Context: an optimization exercise on an open-source flow, tuned for small area. The choices shown serve that exercise and are no tape-out recipe.
Function not checked in this run: the RTL went through the layout flow alone.
No activity file was given, so power comes from the tool's default toggle rates.

**run.sh**
```bash
#!/bin/bash
# synth_recipe.tcl (not shown) runs the flow's synth.tcl, then flattens the netlist and writes it again
# the make line also repeats each setting of config.mk as NAME=value (left out here)
make -C /OpenROAD-flow-scripts/flow DESIGN_CONFIG=/design/flow/config.mk WORK_HOME=/design/flow/orfs CLKGATE_MAP_FILE= SYNTH_SCRIPT=/design/flow/synth_recipe.tcl finish
```
**design.v**
```verilog
`timescale 1ns / 1ps
module utile_To_Pulse(
	input		clk,
	input		signal_in,
	output	reg	pulse_out
    );
    reg		temp_state;
    always	@(posedge clk)	begin
    	pulse_out	<=	1'b0;
    	if(temp_state == 0)	begin
    		if(signal_in == 1)	begin
    			pulse_out	<=	1'b1;
    			temp_state	<=	1'b1;
    		end
    	end
    	else begin
    		if(signal_in == 0)	begin
    			pulse_out	<=	1'b0;
    			temp_state	<=	1'b0;
    		end
    	end
    end
endmodule
`timescale 1ns / 1ps
module Grar_Box_6b_2_12b(
	input				clk,
	input				rst, 
	input				ce,    
	output				rise,  
	input		[5:0]	data_in,
	input				order,
	output	reg [11:0]	data_out,
	output	reg			ready
    );
    reg		[11:0]	temp_data;
    reg				state;
    assign rise = ce & state & ~rst;
    always	@(posedge clk)	begin
		if (rst == 1'b1)begin
			temp_data <= 12'b0;
			data_out <= 12'b0;
			ready	<= 1'b0;
			state <= 1'b0;
		end
		else if (ce) begin
			if (state == 1'b0)begin
				data_out[11:0] <= temp_data[11:0];
				if (order) begin
					temp_data[5:0] <= data_in[5:0];
				end
				else begin
					temp_data[11:6] <= data_in[5:0];
				end
				ready <= 1'b0;
				state <= 1'b1;
			end
			else begin
				if (order) begin
					temp_data[11:6] <= data_in[5:0];
				end
				else begin
					temp_data[5:0] <= data_in[5:0];
				end
				ready <= 1'b1;
				state <= 1'b0;
			end
		end
    end
endmodule
`timescale 1ns / 1ps
module add_operation
(
	input				rst,
	input 				clk,
	input				ce,    
	input 		[10:0]	add_times,
	input				en,
	input		[11:0]	data_in,
	output	reg	[27:0]	data_out
	);
	reg		[12:0]	cnt_add;
	reg		[27:0]	temp_sum;
	reg		[10:0]	add_times_copy;
	reg				flag_add_times_changed;
	always	@(posedge clk)	begin
		if (rst == 1'b1) begin
			flag_add_times_changed <= 0;
			add_times_copy <= add_times;
		end
		else if (ce == 1'b0) begin
		end
		else if (en == 1'b0) begin
			flag_add_times_changed <= 0;
			add_times_copy <= add_times;
		end
		else begin
			if(add_times != add_times_copy) begin
				flag_add_times_changed <= 1'b1;
			end
			else begin
				flag_add_times_changed <= 1'b0;
			end
			add_times_copy <= add_times;
		end
	end
	always	@(posedge clk)	begin
		if (rst == 1'b1) begin
			cnt_add <= 0;
			temp_sum <= 0;
			data_out <= 0;
		end
		else if (ce == 1'b0) begin
		end
		else if ((en == 1'b0) || (flag_add_times_changed == 1'b1))begin
			cnt_add <= 0;
			temp_sum <= 0;
			data_out <= 0;
		end
		else begin
			if (cnt_add < add_times)begin
				temp_sum <= temp_sum + data_in;
				cnt_add <= cnt_add + 1'b1;
			end
			else begin
				cnt_add <= 0;
				temp_sum <= data_in;
				data_out 	<= temp_sum;
			end
		end
	end
endmodule
`timescale 1ns / 1ps
module Data_processing 
	(
	input 		wire			clk,
	input		wire			rst,
	input		wire	[95:0]	data_in_adc0,
	input		wire	[95:0]	data_in_adc1,
	input		wire	[7:0]	ce_adc0,    
	input		wire	[7:0]	ce_adc1,
	input 		wire	[15:0]	en_channel,
	input		wire			en_trans,
	input		wire	[10:0]	add_times, 
	input		wire			S_AXIS_tready,
	output		wire	[3:0]	S_AXIS_tkeep,
	output		reg				S_AXIS_tlast,
	output		reg				S_AXIS_tvalid,
	output		reg		[31:0]	S_AXIS_tdata
	);
	wire	en_pulse;
	wire	[223:0]		result_add_adc0;
	wire	[223:0]		result_add_adc1;
	reg		[27:0]		test_reg;
	wire	[27:0]		test_wire;
	reg	[1:0]	state;
	reg [3:0]	cnt_ch;
	assign S_AXIS_tkeep = 4'b1111;
	assign	test_wire = test_reg;
	utile_To_Pulse u_to_pulse_en(
		.clk			(clk), 
		.signal_in		(en_trans),
		.pulse_out		(en_pulse)
	);
	genvar adc0_add_opt_var;
	generate	
		for(adc0_add_opt_var = 0; adc0_add_opt_var < 8; adc0_add_opt_var = adc0_add_opt_var + 1) begin:	gen_add_option_adc0
			add_operation u_add_opt_adc0(
				.rst(rst),
				.clk(clk),
				.ce(ce_adc0[adc0_add_opt_var]),
				.add_times(add_times),
				.en(en_channel[adc0_add_opt_var]),
				.data_in(data_in_adc0[(adc0_add_opt_var*12+11) : (adc0_add_opt_var*12)]),
				.data_out(result_add_adc0[(adc0_add_opt_var*28+27) : (adc0_add_opt_var*28)])
			);
		end
	endgenerate
	genvar adc1_add_opt_var;
	generate	
		for(adc1_add_opt_var = 0; adc1_add_opt_var < 8; adc1_add_opt_var = adc1_add_opt_var + 1) begin:	gen_add_option_adc1
			add_operation u_add_opt_adc1(
				.rst(rst),
				.clk(clk),
				.ce(ce_adc1[adc1_add_opt_var]),
				.add_times(add_times),
				.en(en_channel[adc1_add_opt_var + 8]),
				.data_in(data_in_adc1[(adc1_add_opt_var*12+11) : (adc1_add_opt_var*12)]),
				.data_out(result_add_adc1[(adc1_add_opt_var*28+27) : (adc1_add_opt_var*28)])
			);
		end
	endgenerate
always@(posedge clk)
begin
	if(rst) begin
		S_AXIS_tvalid <= 1'b0;
		S_AXIS_tdata <= 32'd0;
		S_AXIS_tlast <= 1'b0;
		state 		<=0;
		cnt_ch 		<= 4'd0;
	end
	else begin
		case(state)
			0: 	begin
				if(en_pulse && S_AXIS_tready) begin
					S_AXIS_tvalid <= 1'b0; 
					S_AXIS_tdata <= 32'd0;
					S_AXIS_tlast <= 1'b0;
					cnt_ch <= 4'd0;
					state <= 1;
				end
				else begin
					S_AXIS_tvalid <= 1'b0;
					S_AXIS_tlast <= 1'b0;
					S_AXIS_tdata <= 32'd0;
					cnt_ch <= 4'd0;
					state <= 0;
				end
			end
			1:	begin
				if(S_AXIS_tready) begin
					case(cnt_ch)
						4'd0:begin
								S_AXIS_tdata <= {cnt_ch[3:0], result_add_adc0[27:0]};
							end
						4'd1:begin
								S_AXIS_tdata <= {cnt_ch[3:0], result_add_adc0[55:28]};
							end
						4'd2:begin
								S_AXIS_tdata <= {cnt_ch[3:0], result_add_adc0[83:56]};
							end
						4'd3:begin
								S_AXIS_tdata <= {cnt_ch[3:0], result_add_adc0[111:84]};
							end
						4'd4:begin
								S_AXIS_tdata <= {cnt_ch[3:0], result_add_adc0[139:112]};
							end
						4'd5:begin
								S_AXIS_tdata <= {cnt_ch[3:0], result_add_adc0[167:140]};
							end
						4'd6:begin
								S_AXIS_tdata <= {cnt_ch[3:0], result_add_adc0[195:168]};
							end
						4'd7:begin
								S_AXIS_tdata <= {cnt_ch[3:0], result_add_adc0[223:196]};
							end
						4'd8:begin
								S_AXIS_tdata <= {cnt_ch[3:0], result_add_adc1[27:0]};
							end
						4'd9:begin
								S_AXIS_tdata <= {cnt_ch[3:0], result_add_adc1[55:28]};
							end
						4'd10:begin
								S_AXIS_tdata <= {cnt_ch[3:0], result_add_adc1[83:56]};
							end
						4'd11:begin
								S_AXIS_tdata <= {cnt_ch[3:0], result_add_adc1[111:84]};
							end
						4'd12:begin
								S_AXIS_tdata <= {cnt_ch[3:0], result_add_adc1[139:112]};
							end
						4'd13:begin
								S_AXIS_tdata <= {cnt_ch[3:0], result_add_adc1[167:140]};
							end
						4'd14:begin
								S_AXIS_tdata <= {cnt_ch[3:0], result_add_adc1[195:168]};
							end
						4'd15:begin
								S_AXIS_tdata <= {cnt_ch[3:0], result_add_adc1[223:196]};
							end
						default:S_AXIS_tdata <= 0;
					endcase
					S_AXIS_tlast <= 1'b1;
					S_AXIS_tvalid <= 1'b1;
					if(cnt_ch == 4'b1111)begin
						state <= 0;
						cnt_ch <= 4'd0;
					end
					else begin
						state <= 2;
					end
				end
				else begin
					S_AXIS_tdata <= S_AXIS_tdata;
					S_AXIS_tvalid <= S_AXIS_tvalid;
					S_AXIS_tlast <= S_AXIS_tlast;
					state <= 1;
				end
			end       
			2:	begin
				if(S_AXIS_tready) begin
					cnt_ch <= cnt_ch + 1'b1;
					S_AXIS_tvalid <= 1'b0;
					S_AXIS_tlast <= 1'b0;
					S_AXIS_tdata <= 32'd0;
					state <= 1;
				end
				else begin
					S_AXIS_tdata <= S_AXIS_tdata;
					S_AXIS_tvalid <= S_AXIS_tvalid;
					S_AXIS_tlast <= S_AXIS_tlast;
					state <= 2;
				end
			end
			default: state <=0;
		endcase
	end              
end	
endmodule
`timescale 1ns / 1ps
module ad9637_datapath (
	input	wire			clk,
	input	wire			rst,			 
	input	wire			adc0_word_valid,	 
	input	wire	[47:0]	adc0_word,			 
	input	wire			adc1_word_valid,
	input	wire	[47:0]	adc1_word,
	input	wire	[15:0]	bit_order,
	input	wire	[15:0]	en_data_process,
	input	wire			en_trans,
	input	wire	[10:0]	add_times_cfg,
	input	wire			debug_choise,
	output	wire	[5:0]	led_data_show,
	input	wire			M_AXIS_tready,
	output	wire	[3:0]	M_AXIS_tkeep,
	output	wire			M_AXIS_tlast,
	output	wire			M_AXIS_tvalid,
	output	wire	[31:0]	M_AXIS_tdata,
	output	wire			M_AXIS_aresetn
);
	wire	[95:0]	data_paral_adc0;
	wire	[95:0]	data_paral_adc1;
	wire	[7:0]	adc0_data_ready;
	wire	[7:0]	adc1_data_ready;
	wire	[7:0]	adc0_sample;
	wire	[7:0]	adc1_sample;
	assign	led_data_show[5:0] = (debug_choise == 1'b1) ? adc1_word[5:0] : adc0_word[5:0];
	assign	M_AXIS_aresetn = ~rst;
	genvar	g;
	generate
		for (g = 0; g < 8; g = g + 1) begin: gen_adc0_gear_box
			Grar_Box_6b_2_12b GB_adc0(
				.rst		(rst),
				.clk		(clk),
				.ce			(adc0_word_valid),
				.rise		(adc0_sample[g]),
				.data_in	(adc0_word[(g*6+5) : (g*6)]),
				.order		(bit_order[g]),
				.data_out	(data_paral_adc0[(g*12+11) : (g*12)]),
				.ready		(adc0_data_ready[g])
			);
		end
		for (g = 0; g < 8; g = g + 1) begin: gen_adc1_gear_box
			Grar_Box_6b_2_12b GB_adc1(
				.rst		(rst),
				.clk		(clk),
				.ce			(adc1_word_valid),
				.rise		(adc1_sample[g]),
				.data_in	(adc1_word[(g*6+5) : (g*6)]),
				.order		(bit_order[g+8]),
				.data_out	(data_paral_adc1[(g*12+11) : (g*12)]),
				.ready		(adc1_data_ready[g])
			);
		end
	endgenerate
	Data_processing	u_data_processing_ch0(
		.rst				(rst),
		.clk				(clk),
		.ce_adc0			(adc0_sample),
		.ce_adc1			(adc1_sample),
		.data_in_adc0		(data_paral_adc0),
		.data_in_adc1		(data_paral_adc1),
		.en_channel			(en_data_process),
		.en_trans			(en_trans),
		.add_times			(add_times_cfg),
		.S_AXIS_tready		(M_AXIS_tready),
		.S_AXIS_tkeep		(M_AXIS_tkeep),
		.S_AXIS_tlast		(M_AXIS_tlast),
		.S_AXIS_tvalid		(M_AXIS_tvalid),
		.S_AXIS_tdata		(M_AXIS_tdata)
	);
endmodule
```
**constraint.sdc**
```tcl
create_clock -name core_clock -period 5.0 [get_ports {clk}]
set_input_delay 1.0000 -clock core_clock [delete_from_list [all_inputs] [get_ports {clk}]]
set_output_delay 1.0000 -clock core_clock [all_outputs]
set_load 0.01 [all_outputs]
```
**config.mk**
```make
export PLATFORM = sky130hd
export DESIGN_NAME = ad9637_datapath
export DESIGN_NICKNAME = ad9637_datapath
export VERILOG_FILES = /design/flow/design.v
export SDC_FILE = /design/flow/constraint.sdc
export NUM_CORES = 4
export LEC_CHECK = 0
export CAP_MARGIN = 20
export CORE_MARGIN = 2
export CORE_UTILIZATION = 40
export SLEW_MARGIN = 20
```
==> results.txt <==
## cells in the final DEF (no fill, tap or decap), types with 40 or more instances in the layout
cell	count
clkdlybuf4s50_1	172
xor2_1	269
nor3_1	96
nand2b_1	57
clkinv_2	40
buf_4	189
o211ai_1	47
nor2_1	520
a21o_1	141
nand2_1	1098
xnor2_1	172
a22o_1	499
nor2b_1	65
o21ai_0	743
nand4_1	121
nand3_1	271
and3_1	158
nor4_1	41
dfxtp_1	1559
a21oi_1	514
a31oi_1	83
and2_1	67
edfxtp_1	176
clkbuf_16	189
mux2i_1	279
a22oi_1	123
ha_1	372
inv_1	158
## critical path, delay by kind of cell, from the launching register on
kind / cells / cell delay, ns
compound gates: 4 / 2.14
simple gates: 2 / 0.67
fa+ha+maj: 1 / 0.54
flops: 1 / 0.47
buf+inv: 1 / 0.31
## layer usage
metal | up-vias | GRT usage | routed length (um)
met3 | 477 | 0.03839 | 17530
li1 | 32120 | - | -
met5 | - | 0 | 61
met4 | 10 | 0.1268 | 14670
met1 | 32950 | 0.3647 | 125100
met2 | 2204 | 0.3954 | 118700
## power by group through the flow
stage                     Combinational, mW  Sequential [mW]  Clock, mW
after floorplan                        1.10             14.8          0
after global placement                 1.67             14.8          0
after detailed placement               1.71             14.8          0
after CTS                              1.72             14.5       14.6
after global routing                   1.88             14.6       15.2
final                                  1.72             14.5       14.4
## synthesized netlist by cell type (67+ instances only)
cell type	instances	area share
a21o_1	141	0.013
a21oi_1	528	0.033
a22o_1	499	0.054
a22oi_1	123	0.011
a31oi_1	83	0.0065
and2_1	67	0.0052
and3_1	158	0.012
clkbuf_1	386	0.018
dfxtp_1	1561	0.39
edfxtp_1	176	0.066
ha_1	372	0.058
inv_1	158	0.0074
mux2i_1	279	0.035
nand2_1	1098	0.051
nand3_1	271	0.017
nand4_1	121	0.0094
nor2_1	537	0.025
nor3_1	97	0.0060
o21ai_0	748	0.047
xnor2_1	172	0.019
xor2_1	269	0.029
## path summary, 6_finish.rpt
path,startpoint,end,slack [ns]
worst min-delay path,u_data_processing_ch0.u_to_pulse_en.temp_state$_DFF_P_,u_data_processing_ch0.u_to_pulse_en.pulse_out$_SDFF_PP0_,0.39
worst min register to register,u_data_processing_ch0.u_to_pulse_en.temp_state$_DFF_P_,u_data_processing_ch0.u_to_pulse_en.pulse_out$_SDFF_PP0_,0.39
worst max register to register,u_data_processing_ch0.cnt_ch[0]$_SDFFE_PP0P_,u_data_processing_ch0.S_AXIS_tdata[12]$_SDFFE_PP0P_,0.72
worst max-delay path,u_data_processing_ch0.cnt_ch[0]$_SDFFE_PP0P_,u_data_processing_ch0.S_AXIS_tdata[12]$_SDFFE_PP0P_,0.72
## kinds of logic after synthesis
logic type	after synthesis
compound gates	2568
xor+xnor	441
fa+ha+maj	389
buf+inv	638
flops	1737
mux	298
other cells	1
simple gates	2693
## final cells by class
class | instances | area [um^2] | share of cell area
repair buffers | 384 | 3416 | 0.03721
clock inverters | 89 | 1135 | 0.01236
multi-input cells | 6393 | 41490 | 0.4520
diodes | 6 | 15.01 | 0.0001636
inverters | 163 | 611.8 | 0.006665
clock buffers | 249 | 5265 | 0.05736
well taps | 2656 | 3323 | 0.03620
flip-flops and latches | 1737 | 36540 | 0.3980
==> results by group <==
Status
  • Status: complete, no violations

Pwr
  • Leakage: 36.79 nW
  • Worst VDD drop: ~360 uV
  • Seq pwr share: 0.474
  • Int Pwr: between 20 and 25 mW
  • Sw Ratio: 0.2365
  • Clock network fraction of total power: 0.470
  • Comb pwr share: 0.056
  • P_sw: 7.250 mW
  • Ratio of total power to cell area: 333.9 nW/um^2
  • Power Total: approximately 30 mW

Synthesis
  • Synth Area in XOR/XNOR: 0.04807
  • Seq/Total Area, Yosys: 0.4547
  • Number of library cell types mapped by synthesis: 91
  • Ys Warns: 4
  • Cells after Synth: between 8,000 and 9,000
  • #FFs+latches synth: between 1,500 and 2,000
  • Post-synth top flop: dfxtp_1
  • Largest family of logic cells by synthesized area: compound AO/OA/AOI/OAI gates
  • Mapped Avg Cell Area: just over 9 um^2
  • Simple-gate share of the synthesized area: 0.1553
  • Post-Syn Area: around 80,000 um^2
  • Adder-Cell Fraction of Synth Area: 0.06204
  • Post-synthesis compound-gate area fraction: 0.2114
  • Proportion of synthesized area in mux cells: 0.03742
  • Asr flop ratio synth: 0
  • Post-synth EDFFs: approximately 180

STA
  • Slew HR: 0.1914
  • Worst Skew: around 0.033 ns
  • Sum Neg Setup Slack: 0 ns
  • Setup slack after layout: between 0.7 and 0.8 ns
  • Worst Tran Pin Value: ~1.2 ns
  • Setup-failing EPs final: 0
  • Slew Limit Fails: 0
  • Tmin final: 4.276 ns
  • Hold slack: 0.3943 ns
  • Unrepaired setup endpoints after global routing: no
  • Max Freq: approximately 0.23 GHz
  • Final cycle utilization of the critical path: 0.8553
  • Final Hold Viols: 0

Drt
  • Detailed Route WL: around 280,000 um
  • Number of DRC markers in iteration 0: 6,283
  • Router iterations before antenna repair: 6
  • Post-DRT Antenna Nets: 0
  • Vias: 67,760
  • DRC: 0
  • Routed WL per cell: 23.65 um
  • Vias per Instance: 5.803

Cells and area
  • Final #Nets: 9,397
  • Share of cells above drive strength 1: 0.06999
  • Post-Layout Inst Area: between 90,000 and 100,000 um^2
  • P&R area growth vs syn: 14.24%
  • Filler cell count: between 15,000 and 20,000
  • Fin cells: between 10,000 and 15,000
  • Final core occ: 0.4597

Die
  • Chip Width: approximately 450 um
  • IO Pins: 191
  • Die area: around 200,000 um^2
  • Num rows: roughly 160
  • Initial Util: 0.4025
  • Die Y: 452.2 um
  • Floorplan core area: about 200,000 um^2

Clock network
  • Worst-path clk slew: ~0.06 ns
  • Clk buf depth: 3
  • Clock latency (worst-skew pair): between 0.8 and 0.9 ns
  • Root buf cell: clkbuf_16
  • Postcts setup bufs: 0
  • H-tree depth: 4
  • CTS Hold Buffers Added: 0
  • TritonCTS clock tree: done
  • Clk sinks: around 1,700
  • # resized after CTS: 0
  • Total CTS buffers: between 150 and 200

Critical path
  • Worst-path fanout max: 11
  • Reg2reg path depth: 8
  • Critical Path Slowest Stage Cell: a221oi_1
  • CP required: between 5 and 6 ns
  • Crit path kind: flip-flop to flip-flop
  • Worst Setup Start Kind: flip-flop
  • Arrival @ worst endpoint: 4.97 ns
  • Cells along the critical path: ha_1 -> buf_4 -> and2_0 -> a22o_1 -> a221oi_1 -> nand4_1 -> o221ai_1 -> a21oi_1
  • CP max stage delay: around 0.94 ns
  • CP Capture Type: flip-flop

Global routing
  • Largest net degree at the start of global routing: around 130
  • Grt ovf: 0
  • GRT Total Usage: 0.2617
  • Vias in the first global route: 62,630
  • Initial antenna violation count: 17
  • First-pass GRT wire length: slightly above 400,000 um

Place
  • GPL Wtd Cong: about 1.1
  • Port Buffers: 186
  • Pre-CTS setup slack: between 0.8 and 0.9 ns
  • Detail Placement HPWL: a little over 200,000 um
  • Area after DPL: about 85,000 um^2
  • Placed Cells: about 11,000

Run
  • Max cap viols: 0

Worst hold path
  • Hold path depth: 1
  • HP Class: flip-flop to flip-flop

[what the ideal ports hide]
How much do the figures lean on ideal ports? The routed layout below was timed once more, with nothing changed but the port constraints.
Step 1 assumes that a clkbuf_16 drives the clock port and a buf_2 every other input.
Step 2 times the ports against the registers' clock, not the clock port: input delays grow and output delays shrink by t, the midpoint of the rising clock arrivals with the driver on.
Three values: ideal ports, drivers, drivers and shift; two values: the first two.
shift t [ns]: 0.920
slack for setup (ns): 0.724 / 0.724 / 0.723
worst setup path after step 2: input to register
After both steps setup and hold are still met in this run. For this run, drivers alone change the setup slack by 0.000 ns; drivers and shift together by -0.001 ns.
